Context: an optimization exercise on an open-source flow, tuned for small area. The choices shown serve that exercise and are no tape-out recipe. Function was checked by simulation only, so behaviour that the tests miss may differ from the original. Power is estimated from default activity; no workload was simulated.

== try-amber ==
## drawing_line_top
module drawing_line_top(
    input logic clk,
    input logic rst,
    output logic Hsync,
    output logic Vsync,
    output logic [3:0] vgaRed,
    output logic [3:0] vgaGreen,
    output logic [3:0] vgaBlue,
    input logic [11:0] x0,y0,x1,y1,
    output logic disp_en,
    output logic vga_clk,
    output logic [11:0] v_cntr, h_cntr
    );
    logic vga_ce, ph1, ph2, ph3;
    clock_div vga_clk_mod(.clock(clk), .reset(rst), .div_clock(vga_clk), .tick(vga_ce),
                          .ph1(ph1), .ph2(ph2), .ph3(ph3));
    logic [5:0] h2, v2, h1, v1;
    logic started;
    vga_controller vgatxt(.clk(clk), .ce(vga_ce), .reset(rst), .h2(h2), .v2(v2), .h1(h1), .v1(v1),
                          .h_sync(Hsync), .v_sync(Vsync), .disp_en(disp_en), .started(started));
    assign h_cntr = {6'd0, h2};
    assign v_cntr = {6'd0, v2};
    logic [5:0] px, py;
    line_drawer drw1(.nx0(x0), .ny0(y0), .nx1(x1), .ny1(y1), .h(h1), .v(v1),
                     .clk(clk), .ce(vga_ce), .ph1(ph1), .ph2(ph2), .ph3(ph3), .rst(rst), .started(started), .px(px), .py(py));
    logic hit;
    always_ff @(posedge clk)
  ...
For scale: ~960 cells after synthesis, about 0.0088 mm^2 of cells after synthesis.
Settings: LEC_CHECK=0, CAP_MARGIN=0, CORE_MARGIN=2, CORE_UTILIZATION=60, SLEW_MARGIN=0; clock period 10.0 ns.
standard.sh (not shown) runs the stock make flow with config.mk's settings and CLKGATE_MAP_FILE= SYNTH_SCRIPT=/design/flow/synth_recipe.tcl, a recipe that flattens the netlist after the stock synthesis.
==> flow/flow/run.sh <==
#!/bin/bash
# Standard layout, with the smallest buffer on the ports, small clock leaf buffers and no dummy clock loads.
export BUFFER_PORTS_ARGS="-buffer_cell sky130_fd_sc_hd__buf_1"
export CTS_ARGS="-sink_clustering_enable -repair_clock_nets -buf_list sky130_fd_sc_hd__clkbuf_4 -root_buf sky130_fd_sc_hd__clkbuf_8 -dont_use_dummy_load -sink_buffer_max_cap_derate 0.6"
bash standard.sh > standard.log 2>&1
The inputs of try-lagoon differ from those of try-amber as listed below.
Settings: changing SLEW_MARGIN from 0 to 20; changing CAP_MARGIN from 0 to 20; setting CTS_BUF_LIST to sky130_fd_sc_hd__clkbuf_8 for the first time.
==> flow/flow/run.sh <==
#!/bin/bash
# Standard layout, with the smallest buffer on the ports and no dummy clock loads.
export BUFFER_PORTS_ARGS="-buffer_cell sky130_fd_sc_hd__buf_1"
export CTS_ARGS="-sink_clustering_enable -repair_clock_nets -buf_list sky130_fd_sc_hd__clkbuf_8 -dont_use_dummy_load"
bash standard.sh > standard.log 2>&1
Findings:
- try-lagoon vs try-amber on overall routing resource usage: try-lagoon is the higher one.
- Comparing try-lagoon and try-amber, the lower clock power is on try-amber.
- Changes observed in try-lagoon relative to try-amber: met1 track demand over resource in global routing went up 0.70 points; utilization went up 0.94 points; share of total power in the clock network went up 4.8 points.
- ~same post-cts sizing count in try-lagoon and try-amber
- | met2 routing resource usage after global routing | try-amber vs try-lagoon | ≈ equal |
Setup changes, try-lagoon to try-harbor
Settings: an added PLACE_DENSITY of 0.8; a deleted CTS_BUF_LIST that had been sky130_fd_sc_hd__clkbuf_8; a change of SLEW_MARGIN from 20 to 0; a change of CAP_MARGIN from 20 to 0.
==> flow/flow/run.sh <==
#!/bin/bash
# Standard layout, with the smallest buffer on the ports, small clock leaf buffers and no dummy clock loads.
export BUFFER_PORTS_ARGS="-buffer_cell sky130_fd_sc_hd__buf_1"
export CTS_ARGS="-sink_clustering_enable -repair_clock_nets -buf_list sky130_fd_sc_hd__clkbuf_4 -root_buf sky130_fd_sc_hd__clkbuf_8 -dont_use_dummy_load"
bash standard.sh > standard.log 2>&1
### Flow results
Summary of try-harbor over try-lagoon: detailed-route wire length per cell fell about 6%; clock power lost about 26%; clock distribution area overhead in the final layout fell by 1.1 points; number of search-and-repair iterations in the first detailed-routing pass went up by 1.
Share of layout cells above drive strength 1 (higher): try-lagoon
In try-harbor, fraction of power spent switching nets is higher than in try-lagoon.
try-harbor vs try-lagoon — cell area dropped slightly
Re quantity of gates resized following cts: no difference whatsoever between try-lagoon and try-harbor.
The wire length in try-harbor sits 6.4% below the value recorded for try-lagoon.
Final setup slack of the worst path in try-harbor is 0.16 ns above try-lagoon.
Comparing try-lagoon and try-harbor, the lower total routing usage reported by global routing was measured on try-harbor.
Changes in try-tundra relative to try-harbor:
Settings: swapping 60 for 75 in CORE_UTILIZATION; clearing PLACE_DENSITY, which used to be 0.8.
[summary]
Re total buffers and inverters traversed by the critical path: no difference whatsoever between try-harbor and try-tundra. From try-harbor to try-tundra the numbers moved as follows: design area lost about 0.7%; final clock period utilization by the worst path higher. For die width, dividing the value from try-harbor by the value from try-tundra gives 1.11. try-tundra — number of placement rows about 11% lower, try-harbor as reference. Overall power after layout, try-tundra and try-harbor, lower one = try-harbor. Per the comparison of try-tundra with try-harbor, met3 layer wire length in the routed design increased by 22% relative to the old numbers, setup slack decreased by 0.13 ns relative to the old numbers, combinational power decreased by about 2% relative to the old numbers, total wirelength of the detailed-routed design increased by 4.2% relative to the old numbers. Sort try-tundra and try-harbor by final cell count, descending, and try-harbor comes first.

---

== exp/ember ==
Another version of the RTL of drawing_line_top (not shown whole).
Size: about 990 cells after synthesis, roughly 120 flip-flops, ~0.0091 sq mm of cells after synthesis.
// drawing_line_top
module drawing_line_top(
    input logic clk,
    input logic rst,
    output logic Hsync,
    output logic Vsync,
    output logic [3:0] vgaRed,
    output logic [3:0] vgaGreen,
    output logic [3:0] vgaBlue,
    input logic [11:0] x0,y0,x1,y1,
    output logic disp_en,
    output logic vga_clk,
    output logic [11:0] v_cntr, h_cntr
    );
export LEC_CHECK = 0
export CAP_MARGIN = 20
export CORE_MARGIN = 2
export CORE_UTILIZATION = 40
export SLEW_MARGIN = 20
create_clock -name core_clock -period 10.0 [get_ports {clk}]
==> flow/flow/run.sh <==
#!/bin/bash
# Standard layout, with the smallest buffer on the ports.
export BUFFER_PORTS_ARGS="-buffer_cell sky130_fd_sc_hd__buf_1"
cat standard.sh > standard_copy.log
bash standard.sh > standard.log 2>&1
The inputs of exp/quartz differ from those of exp/ember as listed below.
==> flow/run.sh (new file) <==
#!/bin/bash
# synth_recipe.tcl (not shown) runs the flow's synth.tcl, then flattens the netlist and writes it again
# the make line also repeats each setting of config.mk as NAME=value (left out here)
make -C /OpenROAD-flow-scripts/flow DESIGN_CONFIG=/design/flow/config.mk WORK_HOME=/design/flow/orfs CLKGATE_MAP_FILE= SYNTH_SCRIPT=/design/flow/synth_recipe.tcl finish
removed: flow/flow/run.sh
removed: flow/standard.sh
Notes after the runs:
- Comparing exp/quartz with exp/ember, the met1 usage in global routing came out essentially unchanged.
- From exp/ember to exp/quartz the numbers moved as follows: combinational cell fraction of total power increased 0.8 points, sequential power essentially unchanged, via count of the first global-routing pass increased 4.6%.
- Looking at exp/ember and exp/quartz, the count of non-filler cells in the finished layout is a wash.
- Area growth from synthesis to final layout was lower in exp/ember than in exp/quartz.
- exp/ember has a lower critical path arrival than exp/quartz.
- Summary — all-layer global routing usage, exp/quartz relative to exp/ember: higher, by 0.52 points.
- exp/ember → exp/quartz: fraction of standard cell area that is sequential lower; placed wire-length estimate after detailed placement higher; post-layout instance area higher.
Modified inputs, exp/sierra compared to exp/quartz
- CORE_UTILIZATION changed from 40 to 60
- CTS_BUF_LIST newly set to sky130_fd_sc_hd__clkbuf_4
- exp/sierra vs exp/quartz — final-layout fill cell count dropped by more than a quarter
- Compared with exp/quartz, exp/sierra shows a lower net switching power of the design.
- Fraction of final layout cells sized beyond drive strength 1: exp/sierra and exp/quartz compared, lower one is exp/quartz

---

## job 5506
RTL: one of the versions met above, not the one the previous note started from.
Size in the first run: roughly 960 cells after synthesis, about 120 flip-flops, roughly 90 I/O pins, ~8800 sq um of cells after synthesis.
==> flow/config.mk <==
export PLATFORM = sky130hd
export DESIGN_NAME = drawing_line_top
export DESIGN_NICKNAME = drawing_line_top
export VERILOG_FILES = /design/flow/design.v
export SDC_FILE = /design/flow/constraint.sdc
export NUM_CORES = 4
export LEC_CHECK = 0
export CAP_MARGIN = 0
export CORE_MARGIN = 2
export CORE_UTILIZATION = 60
export CTS_BUF_LIST = sky130_fd_sc_hd__clkbuf_8
export SLEW_MARGIN = 0
==> flow/constraint.sdc <==
create_clock -name core_clock -period 10.0 [get_ports {clk}]
set_input_delay 2.0000 -clock core_clock [delete_from_list [all_inputs] [get_ports {clk}]]
set_output_delay 2.0000 -clock core_clock [all_outputs]
set_load 0.01 [all_outputs]
==> flow/flow/run.sh <==
#!/bin/bash
# Standard layout, with the smallest buffer on the ports and no dummy clock loads.
export BUFFER_PORTS_ARGS="-buffer_cell sky130_fd_sc_hd__buf_1"
export CTS_ARGS="-sink_clustering_enable -repair_clock_nets -buf_list sky130_fd_sc_hd__clkbuf_8 -dont_use_dummy_load"
bash standard.sh > standard.log 2>&1
> inputs changed (job 5506 -> job 9053)
- a deleted CTS_BUF_LIST that had been sky130_fd_sc_hd__clkbuf_8
==> flow/flow/run.sh <==
#!/bin/bash
# Standard layout, with the smallest buffer on the ports, small clock leaf buffers and no dummy clock loads.
export BUFFER_PORTS_ARGS="-buffer_cell sky130_fd_sc_hd__buf_1"
export CTS_ARGS="-sink_clustering_enable -repair_clock_nets -buf_list sky130_fd_sc_hd__clkbuf_8 -sink_clustering_buffer sky130_fd_sc_hd__clkbuf_4 -dont_use_dummy_load"
bash standard.sh > standard.log 2>&1
- Job 5506 -> job 9053: number of pins with negative max-slew slack in the final report flat
- From job 9053 to job 5506, worst setup slack did not move at all.
- The number of I/O port buffers of job 5506 and that of job 9053 are within noise of each other.
Relative to job 9053, the following input files were edited for job 3701:
- setting CTS_BUF_LIST to sky130_fd_sc_hd__clkbuf_8 for the first time
==> flow/flow/run.sh <==
#!/bin/bash
# Standard layout, with the smallest buffer on the ports and no dummy clock loads.
export BUFFER_PORTS_ARGS="-buffer_cell sky130_fd_sc_hd__buf_1"
export CTS_ARGS="-sink_clustering_enable -repair_clock_nets -buf_list sky130_fd_sc_hd__clkbuf_8 -dont_use_dummy_load -sink_clustering_size 30 -sink_clustering_max_diameter 100 -sink_buffer_max_cap_derate 1.0"
bash standard.sh > standard.log 2>&1
==> comparison <==
- Job 9053 -> job 3701: routed wire length on met3 delta 0, exact match
- From job 3701 to job 9053, area after synthesis did not move at all.
- As far as quantity of hold-fixing buffers added after cts goes, job 9053 and job 3701 are indistinguishable; the numbers are identical.
- From job 9053 to job 3701 the numbers moved as follows: share of total power in combinational logic saw little to no change; final design instance area without fill saw little to no change; post-synthesis to final-layout area growth saw little to no change.

==> re-timing with driven ports <==
Ports are ideal in the flow. The routed layouts listed here were re-timed in OpenROAD. Step 1: set_driving_cell puts a clkbuf_16 on clk and a buf_2 on each other input, an assumption about the parent block. Step 2 adds t to the input delays and takes it off the output delays; t is the mean of the earliest and latest rising clock arrival at the registers after step 1. Input paths then give back, and output paths get back, about the clock's delay inside the block. Slacks: no drivers / after step 1 / after step 2; pairs: no drivers / after step 1.
run	t, ns	setup slack, ns	hold slack, ns	clock arrival spread, ns
try-amber	0.445	2.556 / 2.556 / 2.556	0.494 / 0.494 / 0.494	0.040 / 0.041
try-lagoon	0.466	2.553 / 2.553 / 2.553	0.488 / 0.488 / 0.488	0.026 / 0.026
try-harbor	0.446	2.716 / 2.716 / 2.716	0.500 / 0.500 / 0.500	0.033 / 0.033
try-tundra	0.441	2.586 / 2.586 / 2.586	0.486 / 0.486 / 0.486	0.044 / 0.044
exp/ember	0.470	2.275 / 2.275 / 2.275	0.489 / 0.489 / 0.489	0.008 / 0.009
exp/quartz	0.470	2.105 / 2.105 / 2.105	0.493 / 0.493 / 0.493	0.013 / 0.013
exp/sierra	0.579	2.259 / 2.259 / 2.259	0.499 / 0.499 / 0.499	0.024 / 0.025
job 5506	0.468	2.552 / 2.552 / 2.552	0.491 / 0.491 / 0.491	0.023 / 0.023
job 9053	0.468	2.552 / 2.552 / 2.552	0.491 / 0.491 / 0.491	0.023 / 0.023
job 3701	0.468	2.552 / 2.552 / 2.552	0.491 / 0.491 / 0.491	0.023 / 0.023
After both steps setup and hold are still met in every run listed.
